Context: an optimization exercise on an open-source flow, tuned for small area and a short achievable clock period. The choices shown serve that exercise and are no tape-out recipe. At most, simulation tests tie the RTL to the original design; equivalence was not proved. The RTL of run 2 was laid out without a check of its function. Power is estimated from default activity; no workload was simulated.

===== design/flow/design.v =====
`timescale 1ns / 1ps
module baud_generator (
    input wire clk,
    input wire rst_n,
    input wire [15:0] baud_cfg,
    output reg baud_tick
);
    reg [15:0] b;
    reg [15:0] c2;
    wire [17:0] m3;
    wire [16:0] mc;
    assign m3[0] = c2[0];
    assign m3[1] = c2[1] ^ c2[0];
    assign mc[1] = c2[1] & c2[0];
    assign m3[2] = c2[2] ^ c2[1] ^ mc[1];
    assign mc[2] = (c2[2] & c2[1]) | (c2[2] & mc[1]) | (c2[1] & mc[1]);
    assign m3[3] = c2[3] ^ c2[2] ^ mc[2];
    assign mc[3] = (c2[3] & c2[2]) | (c2[3] & mc[2]) | (c2[2] & mc[2]);
    assign m3[4] = c2[4] ^ c2[3] ^ mc[3];
    assign mc[4] = (c2[4] & c2[3]) | (c2[4] & mc[3]) | (c2[3] & mc[3]);
    assign m3[5] = c2[5] ^ c2[4] ^ mc[4];
    assign mc[5] = (c2[5] & c2[4]) | (c2[5] & mc[4]) | (c2[4] & mc[4]);
    assign m3[6] = c2[6] ^ c2[5] ^ mc[5];
    assign mc[6] = (c2[6] & c2[5]) | (c2[6] & mc[5]) | (c2[5] & mc[5]);
    assign m3[7] = c2[7] ^ c2[6] ^ mc[6];
    assign mc[7] = (c2[7] & c2[6]) | (c2[7] & mc[6]) | (c2[6] & mc[6]);
    assign m3[8] = c2[8] ^ c2[7] ^ mc[7];
    assign mc[8] = (c2[8] & c2[7]) | (c2[8] & mc[7]) | (c2[7] & mc[7]);
    assign m3[9] = c2[9] ^ c2[8] ^ mc[8];
    assign mc[9] = (c2[9] & c2[8]) | (c2[9] & mc[8]) | (c2[8] & mc[8]);
    assign m3[10] = c2[10] ^ c2[9] ^ mc[9];
    assign mc[10] = (c2[10] & c2[9]) | (c2[10] & mc[9]) | (c2[9] & mc[9]);
    assign m3[11] = c2[11] ^ c2[10] ^ mc[10];
    assign mc[11] = (c2[11] & c2[10]) | (c2[11] & mc[10]) | (c2[10] & mc[10]);
    assign m3[12] = c2[12] ^ c2[11] ^ mc[11];
    assign mc[12] = (c2[12] & c2[11]) | (c2[12] & mc[11]) | (c2[11] & mc[11]);
    assign m3[13] = c2[13] ^ c2[12] ^ mc[12];
    assign mc[13] = (c2[13] & c2[12]) | (c2[13] & mc[12]) | (c2[12] & mc[12]);
    assign m3[14] = c2[14] ^ c2[13] ^ mc[13];
    assign mc[14] = (c2[14] & c2[13]) | (c2[14] & mc[13]) | (c2[13] & mc[13]);
    assign m3[15] = c2[15] ^ c2[14] ^ mc[14];
    assign mc[15] = (c2[15] & c2[14]) | (c2[15] & mc[14]) | (c2[14] & mc[14]);
    assign m3[16] = c2[15] ^ mc[15];
    assign m3[17] = c2[15] & mc[15];
    localparam [31:0] KBT0 = 32'h0000a22a;
    localparam [31:0] KBT1 = 32'h00aa60c6;
    localparam [31:0] KBT2 = 32'h00ccba3e;
    localparam [31:0] KBT3 = 32'h00f0cffe;
    localparam [31:0] KBT4 = 32'h00000000;
    localparam [31:0] KBT5 = 32'h00fffffe;
    wire b_small = (b[15:6] == 10'd0) && !(b[5] && b[4]);    
    wire b_ge24 = b[5] || (b[4] && b[3]);
    wire [5:0] kb_tab = {KBT5[b[4:0]], KBT4[b[4:0]], KBT3[b[4:0]], KBT2[b[4:0]], KBT1[b[4:0]], KBT0[b[4:0]]};
    wire [5:0] kb = !b_small ? 6'd0 : b_ge24 ? b[5:0] : kb_tab;
    wire e1_0 = (b[1:0] == 2'd1);
    wire e2_0 = (b[1:0] == 2'd2);
    wire e3_0 = (b[1:0] == 2'd3);
    wire p0_0 = (e1_0 & c2[0]) | (e3_0 & m3[0]);
    wire p0_1 = (e1_0 & c2[1]) | (e2_0 & c2[0]) | (e3_0 & m3[1]);
    wire p0_2 = (e1_0 & c2[2]) | (e2_0 & c2[1]) | (e3_0 & m3[2]);
    wire p0_3 = (e1_0 & c2[3]) | (e2_0 & c2[2]) | (e3_0 & m3[3]);
    wire p0_4 = (e1_0 & c2[4]) | (e2_0 & c2[3]) | (e3_0 & m3[4]);
    wire p0_5 = (e1_0 & c2[5]) | (e2_0 & c2[4]) | (e3_0 & m3[5]);
    wire p0_6 = (e1_0 & c2[6]) | (e2_0 & c2[5]) | (e3_0 & m3[6]);
    wire p0_7 = (e1_0 & c2[7]) | (e2_0 & c2[6]) | (e3_0 & m3[7]);
    wire p0_8 = (e1_0 & c2[8]) | (e2_0 & c2[7]) | (e3_0 & m3[8]);
    wire p0_9 = (e1_0 & c2[9]) | (e2_0 & c2[8]) | (e3_0 & m3[9]);
    wire p0_10 = (e1_0 & c2[10]) | (e2_0 & c2[9]) | (e3_0 & m3[10]);
    wire p0_11 = (e1_0 & c2[11]) | (e2_0 & c2[10]) | (e3_0 & m3[11]);
    wire p0_12 = (e1_0 & c2[12]) | (e2_0 & c2[11]) | (e3_0 & m3[12]);
    wire p0_13 = (e1_0 & c2[13]) | (e2_0 & c2[12]) | (e3_0 & m3[13]);
    wire p0_14 = (e1_0 & c2[14]) | (e2_0 & c2[13]) | (e3_0 & m3[14]);
    wire p0_15 = (e1_0 & c2[15]) | (e2_0 & c2[14]) | (e3_0 & m3[15]);
    wire p0_16 = (e2_0 & c2[15]) | (e3_0 & m3[16]);
    wire p0_17 = (e3_0 & m3[17]);
    wire e1_1 = (b[3:2] == 2'd1);
    wire e2_1 = (b[3:2] == 2'd2);
    wire e3_1 = (b[3:2] == 2'd3);
    wire p1_0 = (e1_1 & c2[0]) | (e3_1 & m3[0]);
    wire p1_1 = (e1_1 & c2[1]) | (e2_1 & c2[0]) | (e3_1 & m3[1]);
    wire p1_2 = (e1_1 & c2[2]) | (e2_1 & c2[1]) | (e3_1 & m3[2]);
    wire p1_3 = (e1_1 & c2[3]) | (e2_1 & c2[2]) | (e3_1 & m3[3]);
    wire p1_4 = (e1_1 & c2[4]) | (e2_1 & c2[3]) | (e3_1 & m3[4]);
    wire p1_5 = (e1_1 & c2[5]) | (e2_1 & c2[4]) | (e3_1 & m3[5]);
    wire p1_6 = (e1_1 & c2[6]) | (e2_1 & c2[5]) | (e3_1 & m3[6]);
    wire p1_7 = (e1_1 & c2[7]) | (e2_1 & c2[6]) | (e3_1 & m3[7]);
    wire p1_8 = (e1_1 & c2[8]) | (e2_1 & c2[7]) | (e3_1 & m3[8]);
    wire p1_9 = (e1_1 & c2[9]) | (e2_1 & c2[8]) | (e3_1 & m3[9]);
    wire p1_10 = (e1_1 & c2[10]) | (e2_1 & c2[9]) | (e3_1 & m3[10]);
    wire p1_11 = (e1_1 & c2[11]) | (e2_1 & c2[10]) | (e3_1 & m3[11]);
    wire p1_12 = (e1_1 & c2[12]) | (e2_1 & c2[11]) | (e3_1 & m3[12]);
    wire p1_13 = (e1_1 & c2[13]) | (e2_1 & c2[12]) | (e3_1 & m3[13]);
    wire p1_14 = (e1_1 & c2[14]) | (e2_1 & c2[13]) | (e3_1 & m3[14]);
    wire p1_15 = (e1_1 & c2[15]) | (e2_1 & c2[14]) | (e3_1 & m3[15]);
    wire p1_16 = (e2_1 & c2[15]) | (e3_1 & m3[16]);
    wire p1_17 = (e3_1 & m3[17]);
    wire e1_2 = (b[5:4] == 2'd1);
    wire e2_2 = (b[5:4] == 2'd2);
    wire e3_2 = (b[5:4] == 2'd3);
    wire p2_0 = (e1_2 & c2[0]) | (e3_2 & m3[0]);
    wire p2_1 = (e1_2 & c2[1]) | (e2_2 & c2[0]) | (e3_2 & m3[1]);
    wire p2_2 = (e1_2 & c2[2]) | (e2_2 & c2[1]) | (e3_2 & m3[2]);
    wire p2_3 = (e1_2 & c2[3]) | (e2_2 & c2[2]) | (e3_2 & m3[3]);
    wire p2_4 = (e1_2 & c2[4]) | (e2_2 & c2[3]) | (e3_2 & m3[4]);
    wire p2_5 = (e1_2 & c2[5]) | (e2_2 & c2[4]) | (e3_2 & m3[5]);
    wire p2_6 = (e1_2 & c2[6]) | (e2_2 & c2[5]) | (e3_2 & m3[6]);
    wire p2_7 = (e1_2 & c2[7]) | (e2_2 & c2[6]) | (e3_2 & m3[7]);
    wire p2_8 = (e1_2 & c2[8]) | (e2_2 & c2[7]) | (e3_2 & m3[8]);
    wire p2_9 = (e1_2 & c2[9]) | (e2_2 & c2[8]) | (e3_2 & m3[9]);
    wire p2_10 = (e1_2 & c2[10]) | (e2_2 & c2[9]) | (e3_2 & m3[10]);
    wire p2_11 = (e1_2 & c2[11]) | (e2_2 & c2[10]) | (e3_2 & m3[11]);
    wire p2_12 = (e1_2 & c2[12]) | (e2_2 & c2[11]) | (e3_2 & m3[12]);
    wire p2_13 = (e1_2 & c2[13]) | (e2_2 & c2[12]) | (e3_2 & m3[13]);
    wire p2_14 = (e1_2 & c2[14]) | (e2_2 & c2[13]) | (e3_2 & m3[14]);
    wire p2_15 = (e1_2 & c2[15]) | (e2_2 & c2[14]) | (e3_2 & m3[15]);
    wire p2_16 = (e2_2 & c2[15]) | (e3_2 & m3[16]);
    wire p2_17 = (e3_2 & m3[17]);
    wire e1_3 = (b[7:6] == 2'd1);
    wire e2_3 = (b[7:6] == 2'd2);
    wire e3_3 = (b[7:6] == 2'd3);
    wire p3_0 = (e1_3 & c2[0]) | (e3_3 & m3[0]);
    wire p3_1 = (e1_3 & c2[1]) | (e2_3 & c2[0]) | (e3_3 & m3[1]);
    wire p3_2 = (e1_3 & c2[2]) | (e2_3 & c2[1]) | (e3_3 & m3[2]);
    wire p3_3 = (e1_3 & c2[3]) | (e2_3 & c2[2]) | (e3_3 & m3[3]);
    wire p3_4 = (e1_3 & c2[4]) | (e2_3 & c2[3]) | (e3_3 & m3[4]);
    wire p3_5 = (e1_3 & c2[5]) | (e2_3 & c2[4]) | (e3_3 & m3[5]);
    wire p3_6 = (e1_3 & c2[6]) | (e2_3 & c2[5]) | (e3_3 & m3[6]);
    wire p3_7 = (e1_3 & c2[7]) | (e2_3 & c2[6]) | (e3_3 & m3[7]);
    wire p3_8 = (e1_3 & c2[8]) | (e2_3 & c2[7]) | (e3_3 & m3[8]);
    wire p3_9 = (e1_3 & c2[9]) | (e2_3 & c2[8]) | (e3_3 & m3[9]);
    wire p3_10 = (e1_3 & c2[10]) | (e2_3 & c2[9]) | (e3_3 & m3[10]);
    wire p3_11 = (e1_3 & c2[11]) | (e2_3 & c2[10]) | (e3_3 & m3[11]);
    wire p3_12 = (e1_3 & c2[12]) | (e2_3 & c2[11]) | (e3_3 & m3[12]);
    wire p3_13 = (e1_3 & c2[13]) | (e2_3 & c2[12]) | (e3_3 & m3[13]);
    wire p3_14 = (e1_3 & c2[14]) | (e2_3 & c2[13]) | (e3_3 & m3[14]);
    wire p3_15 = (e1_3 & c2[15]) | (e2_3 & c2[14]) | (e3_3 & m3[15]);
    wire e1_4 = (b[9:8] == 2'd1);
    wire e2_4 = (b[9:8] == 2'd2);
    wire e3_4 = (b[9:8] == 2'd3);
    wire p4_0 = (e1_4 & c2[0]) | (e3_4 & m3[0]);
    wire p4_1 = (e1_4 & c2[1]) | (e2_4 & c2[0]) | (e3_4 & m3[1]);
    wire p4_2 = (e1_4 & c2[2]) | (e2_4 & c2[1]) | (e3_4 & m3[2]);
    wire p4_3 = (e1_4 & c2[3]) | (e2_4 & c2[2]) | (e3_4 & m3[3]);
    wire p4_4 = (e1_4 & c2[4]) | (e2_4 & c2[3]) | (e3_4 & m3[4]);
    wire p4_5 = (e1_4 & c2[5]) | (e2_4 & c2[4]) | (e3_4 & m3[5]);
    wire p4_6 = (e1_4 & c2[6]) | (e2_4 & c2[5]) | (e3_4 & m3[6]);
    wire p4_7 = (e1_4 & c2[7]) | (e2_4 & c2[6]) | (e3_4 & m3[7]);
    wire p4_8 = (e1_4 & c2[8]) | (e2_4 & c2[7]) | (e3_4 & m3[8]);
    wire p4_9 = (e1_4 & c2[9]) | (e2_4 & c2[8]) | (e3_4 & m3[9]);
    wire p4_10 = (e1_4 & c2[10]) | (e2_4 & c2[9]) | (e3_4 & m3[10]);
    wire p4_11 = (e1_4 & c2[11]) | (e2_4 & c2[10]) | (e3_4 & m3[11]);
    wire p4_12 = (e1_4 & c2[12]) | (e2_4 & c2[11]) | (e3_4 & m3[12]);
    wire p4_13 = (e1_4 & c2[13]) | (e2_4 & c2[12]) | (e3_4 & m3[13]);
    wire e1_5 = (b[11:10] == 2'd1);
    wire e2_5 = (b[11:10] == 2'd2);
    wire e3_5 = (b[11:10] == 2'd3);
    wire p5_0 = (e1_5 & c2[0]) | (e3_5 & m3[0]);
    wire p5_1 = (e1_5 & c2[1]) | (e2_5 & c2[0]) | (e3_5 & m3[1]);
    wire p5_2 = (e1_5 & c2[2]) | (e2_5 & c2[1]) | (e3_5 & m3[2]);
    wire p5_3 = (e1_5 & c2[3]) | (e2_5 & c2[2]) | (e3_5 & m3[3]);
    wire p5_4 = (e1_5 & c2[4]) | (e2_5 & c2[3]) | (e3_5 & m3[4]);
    wire p5_5 = (e1_5 & c2[5]) | (e2_5 & c2[4]) | (e3_5 & m3[5]);
    wire p5_6 = (e1_5 & c2[6]) | (e2_5 & c2[5]) | (e3_5 & m3[6]);
    wire p5_7 = (e1_5 & c2[7]) | (e2_5 & c2[6]) | (e3_5 & m3[7]);
    wire p5_8 = (e1_5 & c2[8]) | (e2_5 & c2[7]) | (e3_5 & m3[8]);
    wire p5_9 = (e1_5 & c2[9]) | (e2_5 & c2[8]) | (e3_5 & m3[9]);
    wire p5_10 = (e1_5 & c2[10]) | (e2_5 & c2[9]) | (e3_5 & m3[10]);
    wire p5_11 = (e1_5 & c2[11]) | (e2_5 & c2[10]) | (e3_5 & m3[11]);
    wire e1_6 = (b[13:12] == 2'd1);
    wire e2_6 = (b[13:12] == 2'd2);
    wire e3_6 = (b[13:12] == 2'd3);
    wire p6_0 = (e1_6 & c2[0]) | (e3_6 & m3[0]);
    wire p6_1 = (e1_6 & c2[1]) | (e2_6 & c2[0]) | (e3_6 & m3[1]);
    wire p6_2 = (e1_6 & c2[2]) | (e2_6 & c2[1]) | (e3_6 & m3[2]);
    wire p6_3 = (e1_6 & c2[3]) | (e2_6 & c2[2]) | (e3_6 & m3[3]);
    wire p6_4 = (e1_6 & c2[4]) | (e2_6 & c2[3]) | (e3_6 & m3[4]);
    wire p6_5 = (e1_6 & c2[5]) | (e2_6 & c2[4]) | (e3_6 & m3[5]);
    wire p6_6 = (e1_6 & c2[6]) | (e2_6 & c2[5]) | (e3_6 & m3[6]);
    wire p6_7 = (e1_6 & c2[7]) | (e2_6 & c2[6]) | (e3_6 & m3[7]);
    wire p6_8 = (e1_6 & c2[8]) | (e2_6 & c2[7]) | (e3_6 & m3[8]);
    wire p6_9 = (e1_6 & c2[9]) | (e2_6 & c2[8]) | (e3_6 & m3[9]);
    wire e1_7 = (b[15:14] == 2'd1);
    wire e2_7 = (b[15:14] == 2'd2);
    wire e3_7 = (b[15:14] == 2'd3);
    wire p7_0 = (e1_7 & c2[0]) | (e3_7 & m3[0]);
    wire p7_1 = (e1_7 & c2[1]) | (e2_7 & c2[0]) | (e3_7 & m3[1]);
    wire p7_2 = (e1_7 & c2[2]) | (e2_7 & c2[1]) | (e3_7 & m3[2]);
    wire p7_3 = (e1_7 & c2[3]) | (e2_7 & c2[2]) | (e3_7 & m3[3]);
    wire p7_4 = (e1_7 & c2[4]) | (e2_7 & c2[3]) | (e3_7 & m3[4]);
    wire p7_5 = (e1_7 & c2[5]) | (e2_7 & c2[4]) | (e3_7 & m3[5]);
    wire p7_6 = (e1_7 & c2[6]) | (e2_7 & c2[5]) | (e3_7 & m3[6]);
    wire p7_7 = (e1_7 & c2[7]) | (e2_7 & c2[6]) | (e3_7 & m3[7]);
    wire s1;
    wire k2;
    wire s3;
    wire k4;
    wire s5;
    wire k6;
    wire s7;
    wire k8;
    wire s9;
    wire k10;
    wire s11;
    wire k12;
    wire s13;
    wire k14;
    wire s15;
    wire k16;
    wire s17;
    wire k18;
    wire s19;
    wire k20;
    wire s21;
    wire k22;
    wire s23;
    wire k24;
    wire s25;
    wire k26;
    wire s27;
    wire k28;
    wire s29;
    wire k30;
    wire s31;
    wire k32;
    wire s33;
    wire k34;
    wire s35;
    wire k36;
    wire s37;
    wire k38;
    wire s39;
    wire k40;
    wire s41;
    wire k42;
    wire s43;
    wire k44;
    wire s45;
    wire k46;
    wire s47;
    wire k48;
    wire s49;
    wire k50;
    wire s51;
    wire k52;
    wire s53;
    wire k54;
    wire s55;
    wire k56;
    wire s57;
    wire k58;
    wire s59;
    wire k60;
    wire s61;
    wire k62;
    wire s63;
    wire k64;
    wire s65;
    wire k66;
    wire s67;
    wire k68;
    wire s69;
    wire k70;
    wire s71;
    wire k72;
    wire s73;
    wire k74;
    wire s75;
    wire k76;
    wire s77;
    wire k78;
    wire s79;
    wire k80;
    wire s81;
    wire k82;
    wire s83;
    wire k84;
    wire s85;
    wire k86;
    wire s87;
    wire k88;
    wire s89;
    wire k90;
    wire s91;
    wire k92;
    wire s93;
    wire k94;
    wire s95;
    wire k96;
    wire s97;
    wire k98;
    wire s99;
    wire k100;
    wire s101;
    wire k102;
    wire s103;
    wire k104;
    wire s105;
    wire k106;
    wire s107;
    wire k108;
    wire s109;
    wire k110;
    wire s111;
    wire k112;
    wire s113;
    wire k114;
    wire s115;
    wire k116;
    wire s117;
    wire k118;
    wire s119;
    wire k120;
    wire s121;
    wire k122;
    wire s123;
    wire k124;
    wire s125;
    wire k126;
    wire s127;
    wire k128;
    wire s129;
    wire k130;
    wire s131;
    wire k132;
    wire s133;
    wire k134;
    wire s135;
    wire k136;
    wire s137;
    wire k138;
    wire s139;
    wire k140;
    wire s141;
    wire k142;
    wire s143;
    wire k144;
    wire s145;
    wire k146;
    wire s147;
    wire k148;
    wire s149;
    wire k150;
    wire s151;
    wire k152;
    wire s153;
    wire k154;
    wire s155;
    wire k156;
    wire s157;
    wire k158;
    wire s159;
    wire k160;
    wire s161;
    wire k162;
    wire s163;
    wire k164;
    wire s165;
    wire k166;
    wire s167;
    wire k168;
    wire s169;
    wire k170;
    wire s171;
    wire k172;
    wire s173;
    wire k174;
    wire s175;
    wire k176;
    wire s177;
    wire k178;
    wire r179;
    wire r180;
    wire r181;
    wire r182;
    wire r183;
    wire r184;
    wire r185;
    wire r186;
    wire r187;
    wire r188;
    wire r189;
    wire r190;
    wire r191;
    wire r192;
    wire r193;
    wire r194;
    wire r195;
    wire r196;
    wire r197;
    wire r198;
    wire r199;
    wire r200;
    assign s1 = p0_12 ^ p1_10 ^ p2_8;
    assign k2 = (p0_12 & p1_10) | (p0_12 & p2_8) | (p1_10 & p2_8);
    assign s3 = p0_13 ^ p1_11 ^ p2_9;
    assign k4 = (p0_13 & p1_11) | (p0_13 & p2_9) | (p1_11 & p2_9);
    assign s5 = p0_14 ^ p1_12 ^ p2_10;
    assign k6 = (p0_14 & p1_12) | (p0_14 & p2_10) | (p1_12 & p2_10);
    assign s7 = p3_8 ^ p4_6 ^ p5_4;
    assign k8 = (p3_8 & p4_6) | (p3_8 & p5_4) | (p4_6 & p5_4);
    assign s9 = p0_15 ^ p1_13 ^ p2_11;
    assign k10 = (p0_15 & p1_13) | (p0_15 & p2_11) | (p1_13 & p2_11);
    assign s11 = p3_9 ^ p4_7 ^ p5_5;
    assign k12 = (p3_9 & p4_7) | (p3_9 & p5_5) | (p4_7 & p5_5);
    assign s13 = p0_16 ^ p1_14 ^ p2_12;
    assign k14 = (p0_16 & p1_14) | (p0_16 & p2_12) | (p1_14 & p2_12);
    assign s15 = p3_10 ^ p4_8 ^ p5_6;
    assign k16 = (p3_10 & p4_8) | (p3_10 & p5_6) | (p4_8 & p5_6);
    assign s17 = p6_4 ^ p7_2;
    assign k18 = p6_4 & p7_2;
    assign s19 = p0_17 ^ p1_15 ^ p2_13;
    assign k20 = (p0_17 & p1_15) | (p0_17 & p2_13) | (p1_15 & p2_13);
    assign s21 = p3_11 ^ p4_9 ^ p5_7;
    assign k22 = (p3_11 & p4_9) | (p3_11 & p5_7) | (p4_9 & p5_7);
    assign s23 = p6_5 ^ p7_3 ^ kb[1];
    assign k24 = (p6_5 & p7_3) | (p6_5 & kb[1]) | (p7_3 & kb[1]);
    assign s25 = p1_16 ^ p2_14 ^ p3_12;
    assign k26 = (p1_16 & p2_14) | (p1_16 & p3_12) | (p2_14 & p3_12);
    assign s27 = p4_10 ^ p5_8 ^ p6_6;
    assign k28 = (p4_10 & p5_8) | (p4_10 & p6_6) | (p5_8 & p6_6);
    assign s29 = p7_4 ^ kb[2];
    assign k30 = p7_4 & kb[2];
    assign s31 = p1_17 ^ p2_15 ^ p3_13;
    assign k32 = (p1_17 & p2_15) | (p1_17 & p3_13) | (p2_15 & p3_13);
    assign s33 = p4_11 ^ p5_9 ^ p6_7;
    assign k34 = (p4_11 & p5_9) | (p4_11 & p6_7) | (p5_9 & p6_7);
    assign s35 = p7_5 ^ kb[3];
    assign k36 = p7_5 & kb[3];
    assign s37 = p2_16 ^ p3_14 ^ p4_12;
    assign k38 = (p2_16 & p3_14) | (p2_16 & p4_12) | (p3_14 & p4_12);
    assign s39 = p5_10 ^ p6_8 ^ p7_6;
    assign k40 = (p5_10 & p6_8) | (p5_10 & p7_6) | (p6_8 & p7_6);
    assign s43 = p2_17 ^ p3_15 ^ p4_13;
    assign k44 = (p2_17 & p3_15) | (p2_17 & p4_13) | (p3_15 & p4_13);
    assign s45 = p5_11 ^ p6_9 ^ p7_7;
    assign k46 = (p5_11 & p6_9) | (p5_11 & p7_7) | (p6_9 & p7_7);
    assign s47 = p0_6 ^ p1_4;
    assign k48 = p0_6 & p1_4;
    assign s49 = p0_7 ^ p1_5 ^ p2_3;
    assign k50 = (p0_7 & p1_5) | (p0_7 & p2_3) | (p1_5 & p2_3);
    assign s51 = p0_8 ^ p1_6 ^ p2_4;
    assign k52 = (p0_8 & p1_6) | (p0_8 & p2_4) | (p1_6 & p2_4);
    assign s53 = p0_9 ^ p1_7 ^ p2_5;
    assign k54 = (p0_9 & p1_7) | (p0_9 & p2_5) | (p1_7 & p2_5);
    assign s55 = p0_10 ^ p1_8 ^ p2_6;
    assign k56 = (p0_10 & p1_8) | (p0_10 & p2_6) | (p1_8 & p2_6);
    assign s57 = p3_4 ^ p4_2;
    assign k58 = p3_4 & p4_2;
    assign s59 = p0_11 ^ p1_9 ^ p2_7;
    assign k60 = (p0_11 & p1_9) | (p0_11 & p2_7) | (p1_9 & p2_7);
    assign s61 = p3_5 ^ p4_3 ^ p5_1;
    assign k62 = (p3_5 & p4_3) | (p3_5 & p5_1) | (p4_3 & p5_1);
    assign s63 = s1 ^ p3_6 ^ p4_4;
    assign k64 = (s1 & p3_6) | (s1 & p4_4) | (p3_6 & p4_4);
    assign s65 = p5_2 ^ p6_0 ^ 1'b1;
    assign k66 = (p5_2 & p6_0) | (p5_2 & 1'b1) | (p6_0 & 1'b1);
    assign s67 = s3 ^ p3_7 ^ p4_5;
    assign k68 = (s3 & p3_7) | (s3 & p4_5) | (p3_7 & p4_5);
    assign s69 = p5_3 ^ p6_1 ^ k2;
    assign k70 = (p5_3 & p6_1) | (p5_3 & k2) | (p6_1 & k2);
    assign s71 = s5 ^ s7 ^ p6_2;
    assign k72 = (s5 & s7) | (s5 & p6_2) | (s7 & p6_2);
    assign s73 = p7_0 ^ 1'b1 ^ k4;
    assign k74 = (p7_0 & 1'b1) | (p7_0 & k4) | (1'b1 & k4);
    assign s75 = s9 ^ s11 ^ p6_3;
    assign k76 = (s9 & s11) | (s9 & p6_3) | (s11 & p6_3);
    assign s77 = p7_1 ^ k6 ^ k8;
    assign k78 = (p7_1 & k6) | (p7_1 & k8) | (k6 & k8);
    assign s79 = s13 ^ s15 ^ s17;
    assign k80 = (s13 & s15) | (s13 & s17) | (s15 & s17);
    assign s81 = kb[0] ^ k10 ^ k12;
    assign k82 = (kb[0] & k10) | (kb[0] & k12) | (k10 & k12);
    assign s83 = s19 ^ s21 ^ s23;
    assign k84 = (s19 & s21) | (s19 & s23) | (s21 & s23);
    assign s85 = k14 ^ k16 ^ k18;
    assign k86 = (k14 & k16) | (k14 & k18) | (k16 & k18);
    assign s87 = s25 ^ s27 ^ s29;
    assign k88 = (s25 & s27) | (s25 & s29) | (s27 & s29);
    assign s89 = k20 ^ k22 ^ k24;
    assign k90 = (k20 & k22) | (k20 & k24) | (k22 & k24);
    assign s91 = s31 ^ s33 ^ s35;
    assign k92 = (s31 & s33) | (s31 & s35) | (s33 & s35);
    assign s93 = k26 ^ k28 ^ k30;
    assign k94 = (k26 & k28) | (k26 & k30) | (k28 & k30);
    assign s95 = s37 ^ s39 ^ ~kb[4];
    assign k96 = (s37 & s39) | (s37 & ~kb[4]) | (s39 & ~kb[4]);
    assign s97 = k32 ^ k34 ^ k36;
    assign k98 = (k32 & k34) | (k32 & k36) | (k34 & k36);
    assign s99 = s43 ^ s45 ^ kb[5];
    assign k100 = (s43 & s45) | (s43 & kb[5]) | (s45 & kb[5]);
    assign s101 = k38 ^ k40 ^ kb[4];
    assign k102 = (k38 & k40) | (k38 & kb[4]) | (k40 & kb[4]);
    assign s103 = p0_4 ^ p1_2;
    assign k104 = p0_4 & p1_2;
    assign s105 = p0_5 ^ p1_3 ^ p2_1;
    assign k106 = (p0_5 & p1_3) | (p0_5 & p2_1) | (p1_3 & p2_1);
    assign s107 = s47 ^ p2_2 ^ p3_0;
    assign k108 = (s47 & p2_2) | (s47 & p3_0) | (p2_2 & p3_0);
    assign s109 = s49 ^ p3_1 ^ 1'b1;
    assign k110 = (s49 & p3_1) | (s49 & 1'b1) | (p3_1 & 1'b1);
    assign s111 = s51 ^ p3_2 ^ p4_0;
    assign k112 = (s51 & p3_2) | (s51 & p4_0) | (p3_2 & p4_0);
    assign s113 = s53 ^ p3_3 ^ p4_1;
    assign k114 = (s53 & p3_3) | (s53 & p4_1) | (p3_3 & p4_1);
    assign s115 = s55 ^ s57 ^ p5_0;
    assign k116 = (s55 & s57) | (s55 & p5_0) | (s57 & p5_0);
    assign s117 = s59 ^ s61 ^ k56;
    assign k118 = (s59 & s61) | (s59 & k56) | (s61 & k56);
    assign s119 = s63 ^ s65 ^ k60;
    assign k120 = (s63 & s65) | (s63 & k60) | (s65 & k60);
    assign s121 = s67 ^ s69 ^ k64;
    assign k122 = (s67 & s69) | (s67 & k64) | (s69 & k64);
    assign s123 = s71 ^ s73 ^ k68;
    assign k124 = (s71 & s73) | (s71 & k68) | (s73 & k68);
    assign s125 = s75 ^ s77 ^ k72;
    assign k126 = (s75 & s77) | (s75 & k72) | (s77 & k72);
    assign s127 = s79 ^ s81 ^ k76;
    assign k128 = (s79 & s81) | (s79 & k76) | (s81 & k76);
    assign s129 = s83 ^ s85 ^ k80;
    assign k130 = (s83 & s85) | (s83 & k80) | (s85 & k80);
    assign s131 = s87 ^ s89 ^ k84;
    assign k132 = (s87 & s89) | (s87 & k84) | (s89 & k84);
    assign s133 = s91 ^ s93 ^ k88;
    assign k134 = (s91 & s93) | (s91 & k88) | (s93 & k88);
    assign s135 = s95 ^ s97 ^ k92;
    assign k136 = (s95 & s97) | (s95 & k92) | (s97 & k92);
    assign s137 = s99 ^ s101 ^ k96;
    assign k138 = (s99 & s101) | (s99 & k96) | (s101 & k96);
    assign s139 = p0_2 ^ p1_0;
    assign k140 = p0_2 & p1_0;
    assign s141 = p0_3 ^ p1_1;
    assign k142 = p0_3 & p1_1;
    assign s143 = s103 ^ p2_0 ^ 1'b1;
    assign k144 = (s103 & p2_0) | (s103 & 1'b1) | (p2_0 & 1'b1);
    assign s145 = s105 ^ 1'b1 ^ k104;
    assign k146 = (s105 & 1'b1) | (s105 & k104) | (1'b1 & k104);
    assign s147 = s107 ^ 1'b1 ^ k106;
    assign k148 = (s107 & 1'b1) | (s107 & k106) | (1'b1 & k106);
    assign s149 = s109 ^ k48 ^ k108;
    assign k150 = (s109 & k48) | (s109 & k108) | (k48 & k108);
    assign s151 = s111 ^ k50 ^ k110;
    assign k152 = (s111 & k50) | (s111 & k110) | (k50 & k110);
    assign s153 = s113 ^ k52 ^ k112;
    assign k154 = (s113 & k52) | (s113 & k112) | (k52 & k112);
    assign s155 = s115 ^ k54 ^ k114;
    assign k156 = (s115 & k54) | (s115 & k114) | (k54 & k114);
    assign s157 = s117 ^ k58 ^ k116;
    assign k158 = (s117 & k58) | (s117 & k116) | (k58 & k116);
    assign s159 = s119 ^ k62 ^ k118;
    assign k160 = (s119 & k62) | (s119 & k118) | (k62 & k118);
    assign s161 = s121 ^ k66 ^ k120;
    assign k162 = (s121 & k66) | (s121 & k120) | (k66 & k120);
    assign s163 = s123 ^ k70 ^ k122;
    assign k164 = (s123 & k70) | (s123 & k122) | (k70 & k122);
    assign s165 = s125 ^ k74 ^ k124;
    assign k166 = (s125 & k74) | (s125 & k124) | (k74 & k124);
    assign s167 = s127 ^ k78 ^ k126;
    assign k168 = (s127 & k78) | (s127 & k126) | (k78 & k126);
    assign s169 = s129 ^ k82 ^ k128;
    assign k170 = (s129 & k82) | (s129 & k128) | (k82 & k128);
    assign s171 = s131 ^ k86 ^ k130;
    assign k172 = (s131 & k86) | (s131 & k130) | (k86 & k130);
    assign s173 = s133 ^ k90 ^ k132;
    assign k174 = (s133 & k90) | (s133 & k132) | (k90 & k132);
    assign s175 = s135 ^ k94 ^ k134;
    assign k176 = (s135 & k94) | (s135 & k134) | (k94 & k134);
    assign s177 = s137 ^ k98 ^ k136;
    assign k178 = (s137 & k98) | (s137 & k136) | (k98 & k136);
    assign r179 = p0_0 & 1'b1;
    assign r180 = (p0_1 & 1'b1) | (p0_1 & r179) | (1'b1 & r179);
    assign r181 = (s139 & 1'b1) | (s139 & r180) | (1'b1 & r180);
    assign r182 = (s141 & k140) | (s141 & r181) | (k140 & r181);
    assign r183 = (s143 & k142) | (s143 & r182) | (k142 & r182);
    assign r184 = (s145 & k144) | (s145 & r183) | (k144 & r183);
    assign r185 = (s147 & k146) | (s147 & r184) | (k146 & r184);
    assign r186 = (s149 & k148) | (s149 & r185) | (k148 & r185);
    assign r187 = (s151 & k150) | (s151 & r186) | (k150 & r186);
    assign r188 = (s153 & k152) | (s153 & r187) | (k152 & r187);
    assign r189 = (s155 & k154) | (s155 & r188) | (k154 & r188);
    assign r190 = (s157 & k156) | (s157 & r189) | (k156 & r189);
    assign r191 = (s159 & k158) | (s159 & r190) | (k158 & r190);
    assign r192 = (s161 & k160) | (s161 & r191) | (k160 & r191);
    assign r193 = (s163 & k162) | (s163 & r192) | (k162 & r192);
    assign r194 = (s165 & k164) | (s165 & r193) | (k164 & r193);
    assign r195 = (s167 & k166) | (s167 & r194) | (k166 & r194);
    assign r196 = (s169 & k168) | (s169 & r195) | (k168 & r195);
    assign r197 = (s171 & k170) | (s171 & r196) | (k170 & r196);
    assign r198 = (s173 & k172) | (s173 & r197) | (k172 & r197);
    assign r199 = (s175 & k174) | (s175 & r198) | (k174 & r198);
    assign r200 = (s177 & k176) | (s177 & r199) | (k176 & r199);
    wire gt = r200;
    wire hi = ((e2_3 & c2[15]) | (e3_3 & m3[16])) | ((e3_3 & m3[17])) | ((e1_4 & c2[14]) | (e2_4 & c2[13]) | (e3_4 & m3[14])) | ((e1_4 & c2[15]) | (e2_4 & c2[14]) | (e3_4 & m3[15])) | ((e2_4 & c2[15]) | (e3_4 & m3[16])) | ((e3_4 & m3[17])) | ((e1_5 & c2[12]) | (e2_5 & c2[11]) | (e3_5 & m3[12])) | ((e1_5 & c2[13]) | (e2_5 & c2[12]) | (e3_5 & m3[13])) | ((e1_5 & c2[14]) | (e2_5 & c2[13]) | (e3_5 & m3[14])) | ((e1_5 & c2[15]) | (e2_5 & c2[14]) | (e3_5 & m3[15])) | ((e2_5 & c2[15]) | (e3_5 & m3[16])) | ((e3_5 & m3[17])) | ((e1_6 & c2[10]) | (e2_6 & c2[9]) | (e3_6 & m3[10])) | ((e1_6 & c2[11]) | (e2_6 & c2[10]) | (e3_6 & m3[11])) | ((e1_6 & c2[12]) | (e2_6 & c2[11]) | (e3_6 & m3[12])) | ((e1_6 & c2[13]) | (e2_6 & c2[12]) | (e3_6 & m3[13])) | ((e1_6 & c2[14]) | (e2_6 & c2[13]) | (e3_6 & m3[14])) | ((e1_6 & c2[15]) | (e2_6 & c2[14]) | (e3_6 & m3[15])) | ((e2_6 & c2[15]) | (e3_6 & m3[16])) | ((e3_6 & m3[17])) | ((e1_7 & c2[8]) | (e2_7 & c2[7]) | (e3_7 & m3[8])) | ((e1_7 & c2[9]) | (e2_7 & c2[8]) | (e3_7 & m3[9])) | ((e1_7 & c2[10]) | (e2_7 & c2[9]) | (e3_7 & m3[10])) | ((e1_7 & c2[11]) | (e2_7 & c2[10]) | (e3_7 & m3[11])) | ((e1_7 & c2[12]) | (e2_7 & c2[11]) | (e3_7 & m3[12])) | ((e1_7 & c2[13]) | (e2_7 & c2[12]) | (e3_7 & m3[13])) | ((e1_7 & c2[14]) | (e2_7 & c2[13]) | (e3_7 & m3[14])) | ((e1_7 & c2[15]) | (e2_7 & c2[14]) | (e3_7 & m3[15])) | ((e2_7 & c2[15]) | (e3_7 & m3[16])) | ((e3_7 & m3[17])) | k44 | k46 | k100 | k102 | k138 | k178;
    wire cond = hi | gt;
    wire [16:0] c2_t;
    wire [15:0] c2_inc;
    assign c2_t[0] = 1'b1;
    genvar gi;
    generate for (gi = 0; gi < 16; gi = gi + 1) begin : g_inc
        assign c2_inc[gi] = c2[gi] ^ c2_t[gi];
        assign c2_t[gi + 1] = c2[gi] & c2_t[gi];
    end endgenerate
    always @(posedge clk) b <= (baud_cfg == 16'd0) ? 16'd9600 : baud_cfg;
    always @(posedge clk or negedge rst_n) begin
        if (!rst_n) begin
            c2 <= 16'd2;
            baud_tick <= 1'b0;
        end else begin
            baud_tick <= cond;
            c2 <= cond ? 16'd2 : c2_inc;
        end
    end
endmodule
`timescale 1ns / 1ps
module uart_tx (
    input wire clk,
    input wire rst_n,
    input wire tx_start,
    input wire [7:0] tx_data,
    input wire baud_tick,
    output reg tx,
    output reg tx_busy,
    output reg tx_done
);
    localparam [3:0] IDLE = 4'd6, START = 4'd7, STOP = 4'd0;
    reg [3:0] state;
    reg [7:0] data;            
    wire idle = (state == IDLE);
    wire stop = (state == STOP);
    wire [3:0] state_inc = {state[3] ^ (state[2] & state[1] & state[0]),
                            state[2] ^ (state[1] & state[0]),
                            state[1] ^ state[0],
                            ~state[0]};
    always @(posedge clk)
        if (idle && tx_start) data <= tx_data;
    always @(posedge clk or negedge rst_n) begin
        if (!rst_n) begin
            state   <= IDLE;
            tx      <= 1'b1;
            tx_busy <= 1'b0;
            tx_done <= 1'b0;
        end else begin
            tx_busy <= !idle || tx_start;
            tx_done <= stop && baud_tick;
            tx      <= state[3] ? data[state[2:0]] : (state != START);
            if (idle) begin
                if (tx_start) state <= START;
            end else if (baud_tick) begin
                state <= stop ? IDLE : state_inc;
            end
        end
    end
endmodule
`timescale 1ns / 1ps
module uart_rx (
    input wire clk,
    input wire rst_n,
    input wire rx,
    input wire baud_tick,
    output reg [7:0] rx_data,
    output reg rx_valid,
    output reg frame_error,
    output wire parity_error,
    output reg overrun_error
);
    localparam [3:0] IDLE = 4'd6, START = 4'd7, STOP = 4'd0;
    assign parity_error = 1'b0;
    reg rx_sync1, rx_sync2;
    reg [2:0] rx_filter;
    reg rx_filtered;
    reg [3:0] div16;           
    reg [3:0] sample_count;    
    reg [3:0] state;
    reg [6:0] shift_lo;        
    reg shift_hi;
    wire baud_pulse = baud_tick && (div16 == 4'd0);
    wire mid = baud_tick && (sample_count == 4'd7);
    wire idle = (state == IDLE);
    wire stop = (state == STOP);
    wire data_st = state[3];
    function [3:0] inc4;
        input [3:0] x;
        inc4 = {x[3] ^ (x[2] & x[1] & x[0]), x[2] ^ (x[1] & x[0]), x[1] ^ x[0], ~x[0]};
    endfunction
    always @(posedge clk) begin
        rx_sync1 <= rx;
        rx_sync2 <= rx_sync1;
        if (baud_tick)
            sample_count <= idle ? 4'd0 : inc4(sample_count);
        if (data_st && mid)
            shift_lo <= {shift_hi, shift_lo[6:1]};
    end
    always @(posedge clk or negedge rst_n) begin
        if (!rst_n) begin
            rx_filter     <= 3'b111;
            rx_filtered   <= 1'b1;
            div16         <= 4'd0;
            state         <= IDLE;
            shift_hi      <= 1'b0;
            rx_data       <= 8'd0;
            rx_valid      <= 1'b0;
            frame_error   <= 1'b0;
            overrun_error <= 1'b0;
        end else begin
            if (baud_tick) begin
                div16       <= inc4(div16);
                rx_filter   <= {rx_filter[1:0], rx_sync2};
                rx_filtered <= (rx_filter[2] & rx_filter[1]) |
                               (rx_filter[2] & rx_filter[0]) |
                               (rx_filter[1] & rx_filter[0]);
            end
            if (data_st && mid)
                shift_hi <= rx_filtered;
            rx_valid <= stop && baud_pulse;
            if (stop && baud_pulse) begin
                rx_data       <= {shift_hi, shift_lo};
                overrun_error <= 1'b0;
            end else if (rx_valid) begin
                overrun_error <= 1'b1;
            end
            if (idle)
                frame_error <= 1'b0;
            else if (stop && mid && !rx_filtered)
                frame_error <= 1'b1;
            case (state)
                IDLE:    if (baud_tick && !rx_filtered) state <= START;
                START:   if (mid) state <= rx_filtered ? IDLE : 4'd8;
                STOP:    if (baud_pulse) state <= IDLE;
                default: if (baud_pulse) state <= inc4(state);    
            endcase
        end
    end
endmodule
`timescale 1ns / 1ps
module uart_protocol_checker (
    input wire clk,
    input wire rst_n,
    input wire rx_valid,
    input wire [7:0] rx_data,
    input wire frame_error,
    input wire overrun_error,
    output reg [7:0] frame_error_count,
    output wire [7:0] parity_error_count,
    output reg [7:0] overrun_error_count,
    output reg [7:0] break_count,
    output reg break_detected,
    output reg [15:0] bytes_received,
    output reg [15:0] packets_received,
    input wire clear_stats
);
    assign parity_error_count = 8'd0;
    function [7:0] inc8;
        input [7:0] x;
        input en;
        integer i;
        reg c;
        begin
            c = en;
            for (i = 0; i < 8; i = i + 1) begin
                inc8[i] = x[i] ^ c;
                c = c & x[i];
            end
        end
    endfunction
    function [15:0] inc16;
        input [15:0] x;
        input en;
        integer i;
        reg c;
        begin
            c = en;
            for (i = 0; i < 16; i = i + 1) begin
                inc16[i] = x[i] ^ c;
                c = c & x[i];
            end
        end
    endfunction
    reg [3:0] zeros;
    reg [1:0] idle_count;      
    reg prev_rx_valid, prev_frame_error, prev_overrun_error;
    wire zero_frame = (rx_data == 8'd0) && frame_error;
    wire ff_frame = (rx_data == 8'hFF);
    always @(posedge clk or negedge rst_n) begin
        if (!rst_n) begin
            zeros          <= 4'd0;
            break_detected <= 1'b0;
        end else begin
            break_detected <= rx_valid && zero_frame && (zeros == 4'd9);
            if (rx_valid) begin
                if (!zero_frame)
                    zeros <= 4'd0;
                else if (zeros != 4'd10)
                    zeros <= {zeros[3] ^ (zeros[2] & zeros[1] & zeros[0]),
                              zeros[2] ^ (zeros[1] & zeros[0]),
                              zeros[1] ^ zeros[0],
                              ~zeros[0]};
            end
        end
    end
    wire pkt_inc = rx_valid && !ff_frame && (idle_count == 2'd3);
    always @(posedge clk or negedge rst_n) begin
        if (!rst_n) begin
            idle_count          <= 2'd0;
            packets_received    <= 16'd0;
            frame_error_count   <= 8'd0;
            overrun_error_count <= 8'd0;
            break_count         <= 8'd0;
            bytes_received      <= 16'd0;
            prev_rx_valid       <= 1'b0;
            prev_frame_error    <= 1'b0;
            prev_overrun_error  <= 1'b0;
        end else if (clear_stats) begin
            packets_received    <= 16'd0;
            frame_error_count   <= 8'd0;
            overrun_error_count <= 8'd0;
            break_count         <= 8'd0;
            bytes_received      <= 16'd0;
        end else begin
            if (rx_valid) begin
                if (ff_frame)
                    idle_count <= {idle_count[1] | idle_count[0], idle_count[1] | ~idle_count[0]};
                else
                    idle_count <= 2'd0;
            end
            packets_received    <= inc16(packets_received, pkt_inc);
            bytes_received      <= inc16(bytes_received, rx_valid && !prev_rx_valid);
            frame_error_count   <= inc8(frame_error_count, frame_error && !prev_frame_error);
            overrun_error_count <= inc8(overrun_error_count, overrun_error && !prev_overrun_error);
            break_count         <= inc8(break_count, break_detected);
            prev_rx_valid      <= rx_valid;
            prev_frame_error   <= frame_error;
            prev_overrun_error <= overrun_error;
        end
    end
endmodule
`timescale 1ns / 1ps
module uart_top #(
    parameter CLOCK_FREQ = 50000000,
    parameter DEFAULT_BAUD = 9600,
    parameter DATA_WIDTH = 8,
    parameter STOP_BITS = 1,
    parameter PARITY_EN = 0,
    parameter OVERSAMPLING = 16
) (
    input wire clk,
    input wire rst_n,
    input wire rx,
    output wire tx,
    input wire tx_start,
    input wire [DATA_WIDTH-1:0] tx_data,
    output wire tx_busy,
    output wire tx_done,
    output wire [DATA_WIDTH-1:0] rx_data,
    output wire rx_valid,
    input wire [15:0] baud_cfg,
    output wire frame_error,
    output wire parity_error,
    output wire overrun_error,
    output wire break_detected,
    output wire [7:0] frame_error_count,
    output wire [7:0] parity_error_count,
    output wire [7:0] overrun_error_count,
    output wire [7:0] break_count,
    output wire [15:0] bytes_received,
    output wire [15:0] packets_received,
    input wire clear_stats
);
    wire baud_tick;
    baud_generator baud_gen (
        .clk(clk),
        .rst_n(rst_n),
        .baud_cfg(baud_cfg),
        .baud_tick(baud_tick)
    );
    uart_tx uart_transmitter (
        .clk(clk),
        .rst_n(rst_n),
        .tx_start(tx_start),
        .tx_data(tx_data),
        .baud_tick(baud_tick),
        .tx(tx),
        .tx_busy(tx_busy),
        .tx_done(tx_done)
    );
    uart_rx uart_receiver (
        .clk(clk),
        .rst_n(rst_n),
        .rx(rx),
        .baud_tick(baud_tick),
        .rx_data(rx_data),
        .rx_valid(rx_valid),
        .frame_error(frame_error),
        .parity_error(parity_error),
        .overrun_error(overrun_error)
    );
    uart_protocol_checker protocol_checker (
        .clk(clk),
        .rst_n(rst_n),
        .rx_valid(rx_valid),
        .rx_data(rx_data),
        .frame_error(frame_error),
        .overrun_error(overrun_error),
        .frame_error_count(frame_error_count),
        .parity_error_count(parity_error_count),
        .overrun_error_count(overrun_error_count),
        .break_count(break_count),
        .break_detected(break_detected),
        .bytes_received(bytes_received),
        .packets_received(packets_received),
        .clear_stats(clear_stats)
    );
endmodule

===== design/flow/constraint.sdc =====
create_clock -name core_clock -period 72.0 [get_ports {clk}]
set_input_delay 14.4000 -clock core_clock [delete_from_list [all_inputs] [get_ports {clk}]]
set_output_delay 14.4000 -clock core_clock [all_outputs]
set_load 0.01 [all_outputs]

===== design/flow/flow/run.sh =====
#!/bin/bash
# Own flow: the standard flow (standard.sh: unchanged synthesis and steps) with
#  - the port buffers that buffer_ports inserts chosen as the smallest buffer, and
#  - clock tree synthesis without dummy loads.
# make's full output goes to standard.log; ORFS keeps each step's log under orfs/logs.
export BUFFER_PORTS_ARGS="-buffer_cell sky130_fd_sc_hd__buf_1"
export CTS_ARGS="-sink_clustering_enable -repair_clock_nets -buf_list sky130_fd_sc_hd__clkbuf_8 -sink_clustering_size 30 -sink_clustering_max_diameter 100 -dont_use_dummy_load"
bash standard.sh > standard.log 2>&1

===== design/flow/config.mk =====
export PLATFORM = sky130hd
export DESIGN_NAME = uart_top
export DESIGN_NICKNAME = uart_top
export VERILOG_FILES = /design/flow/design.v
export SDC_FILE = /design/flow/constraint.sdc
export NUM_CORES = 8
export LEC_CHECK = 0
export ABC_AREA = 1
export CAP_MARGIN = 20
export CORE_MARGIN = 2
export CORE_UTILIZATION = 40
export CTS_BUF_LIST = sky130_fd_sc_hd__clkbuf_8
export CTS_CLUSTER_DIAMETER = 100
export CTS_CLUSTER_SIZE = 30
export SLEW_MARGIN = 20

===== design/flow/standard.sh =====
#!/bin/bash
# synth_recipe.tcl (not shown) runs the flow's synth.tcl, then flattens the netlist and writes it again
# the make line also repeats each setting of config.mk as NAME=value (left out here)
make -C /OpenROAD-flow-scripts/flow DESIGN_CONFIG=/design/flow/config.mk WORK_HOME=/design/flow/orfs CLKGATE_MAP_FILE= SYNTH_SCRIPT=/design/flow/synth_recipe.tcl "${@:-finish}"

==> results of run 1 <==
==> worst max path at each step <==
stage,to,slack (ns),cells after the start
2_1_floorplan,uart_transmitter.state[1],56.59,7
3_3_place_gp,baud_gen.c2[14],56.12,2
3_5_place_dp,baud_gen.c2[14],56.09,2
4_1_cts,tx,56.45,1
5_1_grt,uart_receiver.div16[1],56.39,2
6_report,tx,56.50,1
==> through the flow <==
| stage | util (%) | hold slack, ns | cells | area (um^2) |
|---|---|---|---|---|
| CTS | 43.6 | 0.337 | 1704 | 12000 |
| global placement | 42.7 | 0.320 | 1687 | 11800 |
| detailed placement | 42.7 | 0.321 | 1687 | 11800 |
| finish | 43.6 | 0.333 | 1704 | 12000 |
| floorplan | - | 0.310 | 1274 | 11200 |
| global route | 43.6 | 0.346 | 1704 | 12000 |
==> registers in the layout, summed over array words and instances, names as in the netlist, 7 cells and up <==
signal / cells
protocol_checker.frame_error_count: 8
protocol_checker.overrun_error_count: 8
baud_gen.c2: 16
protocol_checker.packets_received: 16
uart_transmitter.data: 8
uart_receiver.shift_lo: 7
uart_receiver.rx_data: 8
protocol_checker.break_count: 8
protocol_checker.bytes_received: 16
baud_gen.b: 16
==> layer usage <==
layer / up-vias / global-route usage [%] / wire, um
met2: 456 / 31.5 / 13200
met4: 0 / 9.29 / 1240
met5: - / 0 / 0
met3: 88 / 4.60 / 2460
li1: 4217 / - / -
met1: 4323 / 28.6 / 12800
==> cell type report <==
| cell class | count | area [um^2] | share of cell area [%] |
|---|---|---|---|
| sequential | 151 | 3800 | 31.5 |
| inverter | 257 | 965 | 8.01 |
| multi-input combinational | 795 | 6140 | 51.0 |
| timing repair buffer | 106 | 429 | 3.57 |
| clock buffer | 17 | 234 | 1.94 |
| tap | 378 | 473 | 3.93 |
==> logic make-up (layout without fill, tap and decap cells) <==
group	count (synthesis)	count (layout)	synth area share (%)
AO/OA/AOI/OAI	212	212	13.2
XOR/XNOR	13	13	1.02
adder cells (fa/ha/maj)	186	186	26.6
buffers and inverters	328	380	11.5
flip-flops	151	151	33.9
other	1	9	0.0335
AND/OR/NAND/NOR	375	375	13.7
==> cell usage after synthesis, drive strengths merged (7+ instances only) <==
| cell type | instances |
|---|---|
| buf | 13 |
| inv | 248 |
| o21ai | 32 |
| nand2 | 201 |
| dfxtp | 18 |
| nand3 | 18 |
| ha | 99 |
| clkinv | 9 |
| xnor2 | 7 |
| fa | 87 |
| nand4 | 10 |
| a21oi | 41 |
| dfstp | 10 |
| edfxtp | 19 |
| nor2 | 126 |
| clkbuf | 58 |
| o22ai | 34 |
| o221ai | 80 |
| dfrtp | 104 |
| nor4 | 10 |
==> where the power goes <==
group / switching (uW) / internal (uW) / total (uW)
Combinational: 159 / 97.3 / 256
Sequential: 16.2 / 99.0 / 115
Clock: 26.3 / 20.8 / 47.1
==> results.txt, run 1 <==
* Launch instance of the worst register-to-register path: baud_gen.c2[0]
* Wire length of the first global-routing pass at ~47000 um
* Layout overhead on the synthesized area at 7.59%
* Crit path cell chain: buf_1
* Tot GR Track Use at 20.8%
* TritonCTS clock tree: built
* Logic depth of the worst register-to-register path at 30
* Fmax at 64.5 MHz
* Share of Yosys cell area claimed by the top area cell type at 23.3%
* Input/output buffers at 99
* Clock latency reported for the late side of the worst-skew pair at between 0.4 and 0.5 ns
* CP max stage delay at roughly 0.52 ns
* Count of yosys warnings during synthesis at 4
* Largest net degree at the start of global routing at 72
* DRC viols at 0
* CTS H-tree depth at 4
* Remaining antenna violation count at 0
* P_leak at between 0.005 and 0.006 uW
* Post-CTS Repair Setup Buffers at 0
* Number of antenna cells inserted at 0
* Cell family contributing the most delay on the critical path: flip-flops
* Element type at the critical path end: primary output
* Overall die area at 29300 um^2
* Commonest non-fill, non-tap cell in the layout: inv_1
* DP Wirelength at 22600 um
* Core box area at 27600 um^2
* Hold path endpoint: uart_receiver.rx_sync2
* Crit path setup slack, layout at 56.50 ns
* Post-synth EDFFs at 19
* RSZ-0062 raised after global routing: false
* Quantity of gates resized following cts at 0
* Number of search-and-repair iterations in the first detailed-routing pass at 6
* Y dimension of the die at ~170 um
* Final setup skew at 0.0265 ns
* Via count normalized by instance count at 5.33
* Total of max-cap violations at 0
* Start point of the critical path: uart_transmitter.tx
* Design Power at 419 uW
* Largest buffer count on any clock path at 2
* I/O pin total at 109
* Critical path startpoint category: flop
* Dpl ws at about 56 ns
* Post-synthesis average cell area at 8.84 um^2
* Most used flip-flop cell after synthesis: dfrtp_1
* CTS root buffer: clkbuf_8
* Worst IR drop on VDD at 0.0172 mV
* Max Slew Vio Count at 0
* Part of the Yosys area used for sequential elements at 33.9%
* Worst Hold Path Cells at 0
* Cts hold-fix bufs at 0
* Slew at the pin with the worst max-slew slack at 1.04 ns
* Vias in the first global route at 8606
* Number of vias after detailed routing at 9084
* Placement row count at 61
* Internal reg-to-reg setup slack at ~61 ns
* Worst-path cell with the longest stage delay: dfstp_2
* Total CTS buffers at 17
* Mapped Area at about 11000 um^2
* Worst path buffer plus inverter count at 1
* Grt total ovfl at 0
* Number of instances in the synthesized netlist at 1266
* Reg-to-reg critical path endpoint: baud_gen.c2[15]
* Synthesized flop and latch total at 151
* Clk sink count at around 150
* CTS clk-pin slew, worst paths at 0.07 ns
* Routed wire length at 29700 um
* Cell taking the most area after synthesis: dfrtp_1
* Post-synth ARST share at 75.5%
* Hold Fails Final Rpt at 0
* Crit Path Class: reg -> out
* Iter 0 DRT Violations at 1069
* Distinct cells, synth at 44
* Max-slew headroom at the worst pin at 30.2%
* Layout Nets at 1543
* Final weighted congestion in routability-driven placement at 1.01
* Antenna violations before repair at 0
* Crit path time final at 15.50 ns
* FILL cells at 2784
* Number of endpoints failing setup at the final stage at 0
* Data arrival time of the worst path at about 1.1 ns
* Worst-path maximum fanout at 1
* Worst EP required at 57.60 ns
* Layout cells sized above 1 at 3.77%
* Starting utilization of the core area at about two fifths
* Type of the most critical hold path: reg -> reg
* Worst hold start: uart_receiver.rx_sync1
* Post-route setup TNS at 0 ns
* Detailed-route wire length per cell at 17.4 um
* Synth top area cells: dfrtp_1 (23%), fa_1 (16%), ha_1 (11%)
* Leading cell types in the layout, fill and taps excluded: inv_1 (248), nand2_1 (198), nor2_1 (117)
* Status: finished clean
* Final period utilization at a little over a fifth
* Die boundary width at around 170 um
* PD cells at 34.8 nW/um^2
==> inputs of run 2 (changes only) <==
--- a/design/flow/design.v
+++ b/design/flow/design.v
@@ -5,7 +5,8 @@
     input wire [15:0] baud_cfg,
     output reg baud_tick
 );
-    reg [15:0] b;
+    reg [15:0] br;             
+    wire [15:0] b = br | ((br == 16'd0) ? 16'd9600 : 16'd0);
     reg [15:0] c2;
     wire [17:0] m3;
     wire [16:0] mc;
@@ -599,7 +600,7 @@
         assign c2_inc[gi] = c2[gi] ^ c2_t[gi];
         assign c2_t[gi + 1] = c2[gi] & c2_t[gi];
     end endgenerate
-    always @(posedge clk) b <= (baud_cfg == 16'd0) ? 16'd9600 : baud_cfg;
+    always @(posedge clk) br <= baud_cfg;
     always @(posedge clk or negedge rst_n) begin
         if (!rst_n) begin
             c2 <= 16'd2;
==> run 2 against run 1 <==
Compared with the run above:
- critical path depth unchanged
- sequential share of layout area down 0.17 points
- non-clock buffer count is 1 higher
- highest routed layer unchanged
==> results.txt, run 2 <==
* TritonCTS clock tree: built
* Total CTS buffers at 17
* Critical path startpoint category: flop
* Layout overhead on the synthesized area at 7.80%
* Count of yosys warnings during synthesis at 4
* Via count normalized by instance count at about 5.2
* Worst IR drop on VDD at 0.0187 mV
* FILL cells at 2775
* Most used flip-flop cell after synthesis: dfrtp_1
* Largest net degree at the start of global routing at 83
* Final period utilization at between 20 and 25%
* Routed wire length at 28900 um
* Total of max-cap violations at 0
* CP max stage delay at 0.53 ns
* Post-synthesis average cell area at just under 9 um^2
* CTS root buffer: clkbuf_8
* Commonest non-fill, non-tap cell in the layout: inv_1
* Hold Fails Final Rpt at 0
* Cts hold-fix bufs at 0
* Fmax at 64.4 MHz
* Start point of the critical path: uart_transmitter.tx
* Final setup skew at 0.0324 ns
* DP Wirelength at 21800 um
* RSZ-0062 raised after global routing: false
* Largest buffer count on any clock path at 2
* PD cells at 26.5 nW/um^2
* P_leak at between 0.005 and 0.006 uW
* Clock latency reported for the late side of the worst-skew pair at ~0.45 ns
* Status: finished clean
* Post-synth ARST share at 75.5%
* Max Slew Vio Count at 0
* CTS clk-pin slew, worst paths at 0.09 ns
* Starting utilization of the core area at 40.5%
* Input/output buffers at 99
* DRC viols at 0
* Worst path buffer plus inverter count at 1
* Crit path time final at ~16 ns
* Distinct cells, synth at 48
* Synthesized flop and latch total at between 150 and 200
* Logic depth of the worst register-to-register path at 32
* Number of endpoints failing setup at the final stage at 0
* Post-synth EDFFs at 19
* Data arrival time of the worst path at 1.13 ns
* Logic depth of the worst setup path including buffers at 1
* Number of antenna cells inserted at 0
* Final weighted congestion in routability-driven placement at 0.966
* Vias in the first global route at 8750
* Internal reg-to-reg setup slack at 61.48 ns
* Layout cells sized above 1 at 4.35%
* Die boundary width at between 150 and 200 um
* Mapped Area at about 11000 um^2
* Iter 0 DRT Violations at 938
* Part of the Yosys area used for sequential elements at between 30% and 40%
* Type of the most critical hold path: reg -> reg
* Design Power at 321 uW
* Quantity of gates resized following cts at 0
* Core box area at 27700 um^2
* Cell taking the most area after synthesis: dfrtp_1
* Detailed-route wire length per cell at 16.9 um
* Crit Path Class: reg -> out
* Placement row count at 61
* Element type at the critical path end: primary output
* Wire length of the first global-routing pass at roughly 47000 um
* Share of Yosys cell area claimed by the top area cell type at roughly 23%
* Number of vias after detailed routing at 8986
* Max-slew headroom at the worst pin at 41.0%
* I/O pin total at between 100 and 150
* Clk sink count at approximately 150
* Layout Nets at 1551
* Crit path cell chain: buf_1
* Cell family contributing the most delay on the critical path: flip-flops
* Worst-path maximum fanout at 1
* Remaining antenna violation count at 0
* Slew at the pin with the worst max-slew slack at 0.882 ns
* Overall die area at 29400 um^2
* Synth top cells by count: inv_1 (245), nand2_1 (188), nor2_1 (117)
* Most instantiated library cell after synthesis: inv_1
* Number of instances in the synthesized netlist at 1262
* CTS H-tree depth at 4
* Post-CTS Repair Setup Buffers at 0
* Leading cell types in the layout, fill and taps excluded: inv_1 (245), nand2_1 (188), nor2_1 (117)
* Post-route setup TNS at 0 ns
* Antenna violations before repair at 0
* Launch instance of the worst register-to-register path: baud_gen.c2[0]
* End point of the critical path: tx
* Grt total ovfl at 0
* Tot GR Track Use at 20.7%
* Number of search-and-repair iterations in the first detailed-routing pass at 6
* Worst-path cell with the longest stage delay: dfstp_2
* Y dimension of the die at 172 um
* Synth top area cells: dfrtp_1 (23%), fa_1 (16%), ha_1 (11%)
* Worst EP required at 57.60 ns
* Reg-to-reg critical path endpoint: baud_gen.c2[2]
run 2: layout make-up:
type                            instances  area (um^2)  area share, %
Sequential cell                       151         3800           31.4
Tap cell                              378          473           3.91
Clock buffer                           17          234           1.93
Inverter                              260          978           8.09
Timing Repair Buffer                  107          440           3.64
Multi-Input combinational cell        799         6180           51.1
run 2: worst min path at each step:
stage | start | to | slack [ns] | cells after the start
after floorplan | uart_receiver.rx_sync1 | uart_receiver.rx_sync2 | 0.31 | 0
after global placement | uart_receiver.rx_sync1 | uart_receiver.rx_sync2 | 0.32 | 0
after detailed placement | uart_receiver.rx_sync1 | uart_receiver.rx_sync2 | 0.32 | 0
after CTS | uart_receiver.rx_sync1 | uart_receiver.rx_sync2 | 0.34 | 0
after global routing | uart_receiver.rx_sync1 | uart_receiver.rx_sync2 | 0.35 | 0
final | uart_receiver.rx_sync1 | uart_receiver.rx_sync2 | 0.33 | 0
run 2: kinds of logic after synthesis:
| logic type | count (synthesis) | synth area share (%) |
|---|---|---|
| adders and majority gates | 186 | 26.6 |
| AOI/OAI and AO/OA | 217 | 13.1 |
| DFF | 151 | 33.8 |
| xor gates and xnor gates | 14 | 1.09 |
| other | 1 | 0.0334 |
| buffers and inverters | 320 | 11.4 |
| and+or+nand+nor | 373 | 14.0 |
run 2: layer usage:
metal  wire [um]  up-vias  track usage [%]  share of wire (%)
li1            -     4228                -                  -
met1       12300     4278             28.1                 43
met2       13200      405             32.2                 46
met3        2270       75             4.33                7.9
met4        1080        0             8.88                3.7
met5           0        -                0                  0
run 2: through the flow:
step | cells | area [um^2] | hold WS (ns) | setup WS (ns) | utilization [%]
6_report | 1712 | 12100 | 0.332 | 56.47 | 43.7
5_1_grt | 1712 | 12100 | 0.347 | 56.40 | 43.7
4_1_cts | 1712 | 12100 | 0.336 | 56.43 | 43.7
3_5_place_dp | 1695 | 11900 | 0.319 | 56.10 | 42.8
3_3_place_gp | 1695 | 11900 | 0.317 | 56.11 | 42.8
2_1_floorplan | 1270 | 11300 | 0.310 | 56.66 | -
run 2: where the power goes:
part	internal (uW)	switching, uW	total, uW
Clock	20.8	27.7	48.5
Combinational	59.3	102	161
Sequential	97.7	13.8	111

==> re-timing with driven ports <==
How much do the figures lean on ideal ports? The routed layouts below were timed once more, with nothing changed but the port constraints. Step 1 (the two cells are an assumption about what drives the block):
set clk [get_ports {clk}]
set_driving_cell -lib_cell sky130_fd_sc_hd__clkbuf_16 $clk
set_driving_cell -lib_cell sky130_fd_sc_hd__buf_2 [delete_from_list [all_inputs] $clk]
Step 2 moves the port delays by t, midway between the first and last clock arrival at a register: inputs arrive t later, outputs are due t later. That takes back most of the time a late clock gives input paths. a / b / c = no drivers / after step 1 / after step 2; a / b = the first two.
run | shift t [ns] | slack for setup (ns) | hold WS [ns] | worst data-port slew with drivers (ns)
run 1 | 0.481 | 56.495 / 56.457 / 56.127 | 0.333 / 0.333 / 0.333 | 0.04
run 2 | 0.479 | 56.467 / 56.425 / 56.380 | 0.332 / 0.332 / 0.332 | 0.06
After both steps every run listed still meets setup and hold. The setup slack of run 1, which loses most, moves by -0.038 ns with the drivers and by -0.368 ns with both steps.
